This design comes from an exercise in tuning for small area on the open sky130 flow, not from production work. The RTL was checked by simulation tests, not by an equivalence proof against the original design. Power figures rest on the tool's default switching activity, not on a simulated workload.

==> flow/design.v (excerpt) <==
module axi_gpio #(
    parameter int N_GPIOS = 32,
    parameter int AXI_ADDR_WIDTH = 12,
    parameter int AXI_DATA_WIDTH = 32
)(
   input aclk,
   input aresetn,
   input  logic [N_GPIOS-1:0] gpio_in_raw ,
   output logic [N_GPIOS-1:0] gpio_out,
   output logic irq,  
   output logic arready,
   input logic [AXI_ADDR_WIDTH-1:0] araddr,
   input logic arvalid,
   output logic [AXI_DATA_WIDTH-1:0] rdata,
   output logic [1:0] rresp,
   output logic rvalid,
   input logic rready,
   input logic wvalid,
   output logic wready,
   input logic [AXI_DATA_WIDTH-1:0] wdata,
   input logic [AXI_DATA_WIDTH/8-1:0] wstrb,
   input logic bready,
   output logic bvalid,
   output logic [1:0] bresp,
   output logic awready,
   input logic [AXI_ADDR_WIDTH-1:0] awaddr,
   input logic awvalid
);
export LEC_CHECK = 0
export CAP_MARGIN = 20
export CORE_MARGIN = 2
export CORE_UTILIZATION = 40
export SLEW_MARGIN = 20
create_clock -name core_clock -period 5.0 [get_ports {aclk}]
standard.sh (not shown) runs the stock make flow with config.mk's settings and CLKGATE_MAP_FILE= SYNTH_SCRIPT=/design/flow/synth_recipe.tcl, a recipe that flattens the netlist after the stock synthesis.
==> flow/flow/run.sh <==
#!/bin/bash
# Own layout flow:
#  1. the standard synthesis (standard.sh synth), unchanged;
#  2. the combinational cells of its netlist are re-mapped by ABC with an
#     area-oriented script; every flip-flop instance (name, cell type) is kept;
#  3. the standard layout from that netlist, with input/output ports
#     buffered by buf_1 cells and no CTS dummy loads.
set -euo pipefail
here=$(pwd)
R=$here/orfs/results/$FLOW_PLATFORM/axi_gpio/base
LIB=$FLOW_HOME/platforms/$FLOW_PLATFORM/lib/sky130_fd_sc_hd__tt_025C_1v80.lib

bash standard.sh synth > synth.log 2>&1

python3 flow/splitlib.py $LIB seq.lib comb.lib > splitlib.log 2>&1
DU=""
for c in $(sed -n '/DONT_USE_CELLS/,/^#/p' $FLOW_HOME/platforms/$FLOW_PLATFORM/config.mk | grep -o 'sky130_fd_sc_hd__[a-z0-9_]*'); do
  DU="$DU -dont_use $c"
done
cp $R/1_2_yosys.v 1_2_yosys_std.v
cat > remap.ys <<EOF
read_liberty -lib seq.lib
read_liberty -ignore_miss_func comb.lib
read_verilog 1_2_yosys_std.v
hierarchy -top $FLOW_TOP
flatten
opt_clean -purge
abc -liberty $LIB $DU -script $here/flow/remap.abc
opt_clean -purge
splitnets
opt_clean -purge
hilomap -singleton -hicell sky130_fd_sc_hd__conb_1 HI -locell sky130_fd_sc_hd__conb_1 LO
insbuf -buf sky130_fd_sc_hd__buf_4 A X
rename -enumerate -pattern remap_%_ w:\$*
rename -enumerate -pattern remapc_%_ c:\$*
stat -liberty $LIB
write_verilog -noattr -noexpr -nohex -nodec 1_2_yosys_remap.v
EOF
yosys -l remap.log -q remap.ys > /dev/null 2>&1
cp 1_2_yosys_remap.v $R/1_2_yosys.v
rm -f $R/1_synth.odb

bash standard.sh \
  BUFFER_PORTS_ARGS="-buffer_cell sky130_fd_sc_hd__buf_1" \
  CTS_ARGS="-sink_clustering_enable -repair_clock_nets -dont_use_dummy_load -buf_list sky130_fd_sc_hd__clkbuf_8 -sink_clustering_size 15 -sink_clustering_max_diameter 80 -sink_buffer_max_cap_derate 1.0" \
  finish > finish.log 2>&1
Other scripts of this flow, unchanged in this note and not shown: flow/flow/remap.abc, flow/flow/splitlib.py
The baseline went through all stages and came out clean.
Rerun with:
--- a/flow/flow/run.sh
+++ b/flow/flow/run.sh
@@ -44,3 +44,3 @@
   BUFFER_PORTS_ARGS="-buffer_cell sky130_fd_sc_hd__buf_1" \
-  CTS_ARGS="-sink_clustering_enable -repair_clock_nets -dont_use_dummy_load -buf_list sky130_fd_sc_hd__clkbuf_8 -sink_clustering_size 15 -sink_clustering_max_diameter 80 -sink_buffer_max_cap_derate 1.0" \
+  CTS_ARGS="-sink_clustering_enable -repair_clock_nets -dont_use_dummy_load" \
   finish > finish.log 2>&1
Sequential share of layout area drops by 1.8 points.
Die area does not change.
Utilization climbs by 1.7 points.
Rerun with:
--- a/flow/flow/run.sh
+++ b/flow/flow/run.sh
@@ -44,3 +44,3 @@
   BUFFER_PORTS_ARGS="-buffer_cell sky130_fd_sc_hd__buf_1" \
-  CTS_ARGS="-sink_clustering_enable -repair_clock_nets -dont_use_dummy_load" \
+  CTS_ARGS="-sink_clustering_enable -repair_clock_nets -dont_use_dummy_load -buf_list sky130_fd_sc_hd__clkbuf_8 -sink_clustering_size 17 -sink_clustering_max_diameter 50 -sink_buffer_max_cap_derate 1.0" \
   finish > finish.log 2>&1
Effect:
- cell count is about the same
- via count climbs slightly
- power fell by a little under a tenth
- routed wire length hardly moves
- critical path depth is unchanged
- setup slack got worse by 210 ps
- design area drops by a few percent
- global-route usage stays flat
- synthesized cell count is unchanged
- area after synthesis stays the same
Rerun with:
--- a/flow/flow/run.sh
+++ b/flow/flow/run.sh
@@ -44,3 +44,4 @@
   BUFFER_PORTS_ARGS="-buffer_cell sky130_fd_sc_hd__buf_1" \
-  CTS_ARGS="-sink_clustering_enable -repair_clock_nets -dont_use_dummy_load -buf_list sky130_fd_sc_hd__clkbuf_8 -sink_clustering_size 17 -sink_clustering_max_diameter 50 -sink_buffer_max_cap_derate 1.0" \
+  CTS_ARGS="-sink_clustering_enable -repair_clock_nets -dont_use_dummy_load -buf_list sky130_fd_sc_hd__clkbuf_8 -sink_clustering_size 30" \
+  GPL_TIMING_DRIVEN=0 \
   finish > finish.log 2>&1
- The changed run ran to the end with no violations
- die area stays the same
- worst hold slack got worse by 140 ps
- power is higher by a few percent

==> separate check: timing with driven ports <==
In the flow no input, the clock included, has a driving cell. The finished layouts below were timed again as built, in two steps. Step 1, drivers: a clkbuf_16 drives aclk and a buf_2 each remaining input, both assumed. Step 2 also shifts input and output timing later by t, the mid clock arrival at the registers, as if the neighbouring blocks saw the same clock. Three values: ideal ports, drivers, drivers and shift; two values: the first two.
| run | shift t [ns] | slack for setup (ns) | worst setup path after step 2 | cell pins on the clock port's net |
|---|---|---|---|---|
| the first run | 0.754 | 0.528 / 0.470 / 0.859 | input to register | 1 |
| the second run | 0.683 | 0.723 / 0.658 / 0.769 | input to register | 1 |
| the third run | 0.756 | 0.509 / 0.452 / 0.890 | input to register | 1 |
| the fourth run | 0.806 | 0.260 / 0.255 / -0.551 | input to register | 1 |
With both steps, setup timing fails in the fourth run, where it was met with ideal ports. For the fourth run, which loses most, drivers alone change the setup slack by -0.005 ns; drivers and shift together by -0.811 ns.
